From an optimization exercise on the open Yosys and OpenROAD flow, aimed at small area and a short achievable clock period; shortcuts taken in it are not production practice.
In this exercise RTL edits were held to simulation tests only and were not proved equivalent to the original.
Power figures rest on the tool's default switching activity, not on a simulated workload.

== 04-10 ==
==> module fp_add, before the edit <==
module fp_add (
  input  logic        clk,
  input  logic        rst,
  input  logic        in_vld,
  input  logic [31:0] a,
  input  logic [31:0] b,
  output logic        sum_vld,
  output logic [31:0] sum
);
  localparam bit CUT1 = 1;   
  localparam bit CUT2 = 1;   
  localparam bit CUT3 = 1;   
  localparam bit CUT4 = 1;   
  localparam bit CUT5 = 1;   
  function automatic logic lt32(input logic [31:0] xa, input logic [31:0] ya);
    logic [31:0] g, e;
    integer w, i;
    g = ~xa & ya;
    e = ~(xa ^ ya);
    for (w = 1; w < 32; w = w * 2)
      for (i = 0; i + w < 32; i = i + 2 * w) begin
        g[i] = g[i + w] | (e[i + w] & g[i]);
        e[i] = e[i + w] & e[i];
      end
    lt32 = g[0];
  endfunction
  function automatic logic [7:0] sub8(input logic [7:0] xa, input logic [7:0] ya);
    logic [8:0] g, p;
    logic [7:0] h;
    integer w, i;
    h = xa ^ ~ya;
    g = {xa & ~ya, 1'b1};
    p = {h, 1'b0};
    for (w = 1; w < 9; w = w * 2)
      for (i = 8; i >= 0; i--)
        if ((i / w) % 2 == 1) begin
          g[i] = g[i] | (p[i] & g[(i / w) * w - 1]);
          p[i] = p[i] & p[(i / w) * w - 1];
        end
    sub8 = h ^ g[7:0];
  endfunction
  function automatic logic [24:0] psum25(input logic [24:0] gi, input logic [24:0] pi,
                                         input logic ci);
    logic [25:0] g, p;
    integer w, i;
    g = {gi, ci};
    p = {pi, 1'b0};
    for (w = 1; w < 26; w = w * 2)
      for (i = 25; i >= 0; i--)
        if ((i / w) % 2 == 1) begin
          g[i] = g[i] | (p[i] & g[(i / w) * w - 1]);
          p[i] = p[i] & p[(i / w) * w - 1];
        end
    psum25 = pi ^ g[24:0];
  endfunction
  logic        swap, sub, ls;
  logic [31:0] x, y;
  logic [8:0]  dab, dba;
  logic [7:0]  dd;
  assign dab  = {1'b0, a[30:23]} - {1'b0, b[30:23]};
  assign dba  = {1'b0, b[30:23]} - {1'b0, a[30:23]};
  assign swap = lt32({24'd0, a[30:23]}, {24'd0, b[30:23]});
  assign x    = swap ? b : a;
  assign y    = swap ? a : b;
  assign dd   = dab[8] ? dba[7:0] : dab[7:0];
  assign sub  = a[31] ^ b[31];
  assign ls   = sub & (a[30:23] == b[30:23]) & lt32({9'd0, a[22:0]}, {9'd0, b[22:0]});
  logic        v1, s1, sub1, ls1, far1;
  logic [7:0]  e1;
  logic [22:0] mx1, my1;
  logic [4:0]  d1;
  if (CUT1) begin : g_cut1
    always_ff @(posedge clk) begin
      if (rst) v1 <= 1'b0;
      else     v1 <= in_vld;
      s1   <= ls ? b[31] : x[31];
      e1   <= x[30:23];
      mx1  <= x[22:0];
      my1  <= y[22:0];
      d1   <= dd[4:0];
      far1 <= dd[7:5] != 3'd0;
      sub1 <= sub;
      ls1  <= ls;
    end
  end else begin : g_nocut1
    assign v1   = in_vld;
    assign s1   = ls ? b[31] : x[31];
    assign e1   = x[30:23];
    assign mx1  = x[22:0];
    assign my1  = y[22:0];
    assign d1   = dd[4:0];
    assign far1 = dd[7:5] != 3'd0;
    assign sub1 = sub;
    assign ls1  = ls;
  end
  logic [23:0] ys;
  logic [24:0] xo, yo, gg, pp;
  assign ys = far1 ? 24'd0 : ({1'b1, my1} >> d1);
  assign xo = {2'b01, mx1} ^ {25{ls1}};
  assign yo = {1'b0, ys} ^ {25{sub1 & ~ls1}};
  assign gg = xo & yo;
  assign pp = xo ^ yo;
  logic        v2, s2, c2;
  logic [7:0]  e2;
  logic [24:0] g2, p2;
  if (CUT2) begin : g_cut2
    always_ff @(posedge clk) begin
      if (rst) v2 <= 1'b0;
      else     v2 <= v1;
      s2 <= s1;
      e2 <= e1;
      g2 <= gg;
      p2 <= pp;
      c2 <= sub1;
    end
  end else begin : g_nocut2
    assign v2 = v1;
    assign s2 = s1;
    assign e2 = e1;
    assign g2 = gg;
    assign p2 = pp;
    assign c2 = sub1;
  end
  logic [24:0] u;
  assign u = psum25(g2, p2, c2);
  logic        v3, s3;
  logic [7:0]  e3;
  logic [24:0] u3;
  if (CUT3) begin : g_cut3
    always_ff @(posedge clk) begin
      if (rst) v3 <= 1'b0;
      else     v3 <= v2;
      s3 <= s2;
      e3 <= e2;
      u3 <= u;
    end
  end else begin : g_nocut3
    assign v3 = v2;
    assign s3 = s2;
    assign e3 = e2;
    assign u3 = u;
  end
  logic [24:0] n1, n2, n3;
  logic [2:0]  lzh;
  logic [3:0] z4;
  assign lzh[2] = u3[24:9] == 16'd0;
  assign lzh[1] = lzh[2] ? u3[8:1] == 8'd0 : u3[24:17] == 8'd0;
  assign z4     = {u3[24:21] == 4'd0, u3[16:13] == 4'd0, u3[8:5] == 4'd0, !u3[0]};
  assign lzh[0] = z4[~lzh[2:1]];
  assign n1     = lzh[2] ? {u3[8:0], 16'd0} : u3;
  assign n2     = lzh[1] ? {n1[16:0], 8'd0} : n1;
  assign n3     = lzh[0] ? {n2[20:0], 4'd0} : n2;
  logic        v4, s4;
  logic [7:0]  e4;
  logic [2:0]  lzh4;
  logic [24:0] n34;
  if (CUT4) begin : g_cut4
    always_ff @(posedge clk) begin
      if (rst) v4 <= 1'b0;
      else     v4 <= v3;
      s4  <= s3;
      e4   <= e3 + 8'd1;
      lzh4 <= lzh;
      n34  <= n3;
    end
  end else begin : g_nocut4
    assign v4  = v3;
    assign s4  = s3;
    assign e4   = e3 + 8'd1;
    assign lzh4 = lzh;
    assign n34  = n3;
  end
  logic [24:0] n4, n5;
  logic [1:0]  lzl;
  assign lzl[1] = n34[24:23] == 2'd0;
  assign n4     = lzl[1] ? {n34[22:0], 2'd0} : n34;
  assign lzl[0] = !n4[24];
  assign n5     = lzl[0] ? {n4[23:0], 1'b0} : n4;
  logic        nz;
  logic [31:0] res;
  assign nz  = n5[24];
  assign res = {s4 & nz, sub8(e4, {3'd0, lzh4, lzl}) & {8{nz}}, n5[23:1]};
  if (CUT5) begin : g_cut5
    always_ff @(posedge clk) begin
      if (rst) sum_vld <= 1'b0;
      else     sum_vld <= v4;
      sum <= res;
    end
  end else begin : g_nocut5
    assign sum_vld = v4;
    assign sum     = res;
  end
endmodule
clock: 3.5 ns
lec_check: 0
abc_area: 1
cap_margin: 20
core_margin: 2
core_utilization: 40
cts_cluster_diameter: 80
cts_cluster_size: 30
place_density: 0.6
setup_slack_margin: 1.3
slew_margin: 20
standard.sh (not shown) runs the stock make flow with config.mk's settings and CLKGATE_MAP_FILE= SYNTH_SCRIPT=/design/flow/synth_recipe.tcl, a recipe that flattens the netlist after the stock synthesis.
==> flow/flow/run.sh <==
#!/bin/bash
# The standard layout, with the ports buffered by the smallest plain buffer
# (buf_1) instead of the delay buffer ORFS picks by default.
set -euo pipefail
bash standard.sh BUFFER_PORTS_ARGS="-buffer_cell sky130_fd_sc_hd__buf_1" finish > standard.log 2>&1
Inputs modified between 04-10 and 01-20:
--- a/flow/design.v
+++ b/flow/design.v
@@ -139,19 +139,17 @@
     assign s3 = s2;
     assign e3 = e2;
     assign u3 = u;
   end
   logic [24:0] n1, n2, n3;
   logic [2:0]  lzh;
-  logic [3:0] z4;
   assign lzh[2] = u3[24:9] == 16'd0;
-  assign lzh[1] = lzh[2] ? u3[8:1] == 8'd0 : u3[24:17] == 8'd0;
-  assign z4     = {u3[24:21] == 4'd0, u3[16:13] == 4'd0, u3[8:5] == 4'd0, !u3[0]};
-  assign lzh[0] = z4[~lzh[2:1]];
   assign n1     = lzh[2] ? {u3[8:0], 16'd0} : u3;
+  assign lzh[1] = n1[24:17] == 8'd0;
   assign n2     = lzh[1] ? {n1[16:0], 8'd0} : n1;
+  assign lzh[0] = n2[24:21] == 4'd0;
   assign n3     = lzh[0] ? {n2[20:0], 4'd0} : n2;
   logic        v4, s4;
   logic [7:0]  e4;
   logic [2:0]  lzh4;
   logic [24:0] n34;
   if (CUT4) begin : g_cut4
### Flow results
01-20: flow completed, timing, DRC and antenna clean. The core of 01-20 is more densely filled than that of 04-10. Delta (01-20 minus 04-10): filler cell count in the final layout lost 79; maximum number of pins on one net before global-route repair lost about 70%; number of stages on the worst setup path picked up an extra 6. Met2 capacity usage during global routing (lower): 01-20. In 01-20 the power share of the combinational group turned out 2.1 points higher than in 04-10. Switching power | 01-20 below 04-10. 04-10 ended up with mx1[20] as its termination of the worst setup path; 01-20 ended up with n34[12]. For the total power, 01-20 came in 0.52% higher than 04-10 did. Looking at 04-10 and 01-20, the peak clock frequency supported by timing is a wash. 01-20 vs 04-10 — number of cells on the worst reg-to-reg path rose 2. In the tables for 04-10 and 01-20, total wire length reads higher with 04-10. Diff 04-10 and 01-20: count of non-filler cells in the finished layout lower in 01-20. [compare] base=04-10 new=01-20: design area grew by 1.2%; weighted congestion reported at the end of routability-driven placement went up by 0.030.

-- afterwards: timing with drivers on the ports --
Ports are ideal in the flow. The routed layouts listed here were re-timed in OpenROAD.
Step 1 assumes that a clkbuf_16 drives the clock port and a buf_2 every other input.
Step 2 also shifts input and output timing later by t, the mid clock arrival at the registers, as if the neighbouring blocks saw the same clock.
Three values: no drivers, after step 1, after step 2; two values: the first two.
run | shift t [ns] | slack for setup (ns) | worst setup path at the end
04-10 | 0.532 | 1.383 / 1.408 / 0.876 | input to register
01-20 | 0.530 | 1.382 / 1.382 / 0.983 | input to register
After both steps setup and hold are still met in every run listed. For 04-10, which loses most, drivers alone change the setup slack by +0.025 ns; drivers and shift together by -0.507 ns.
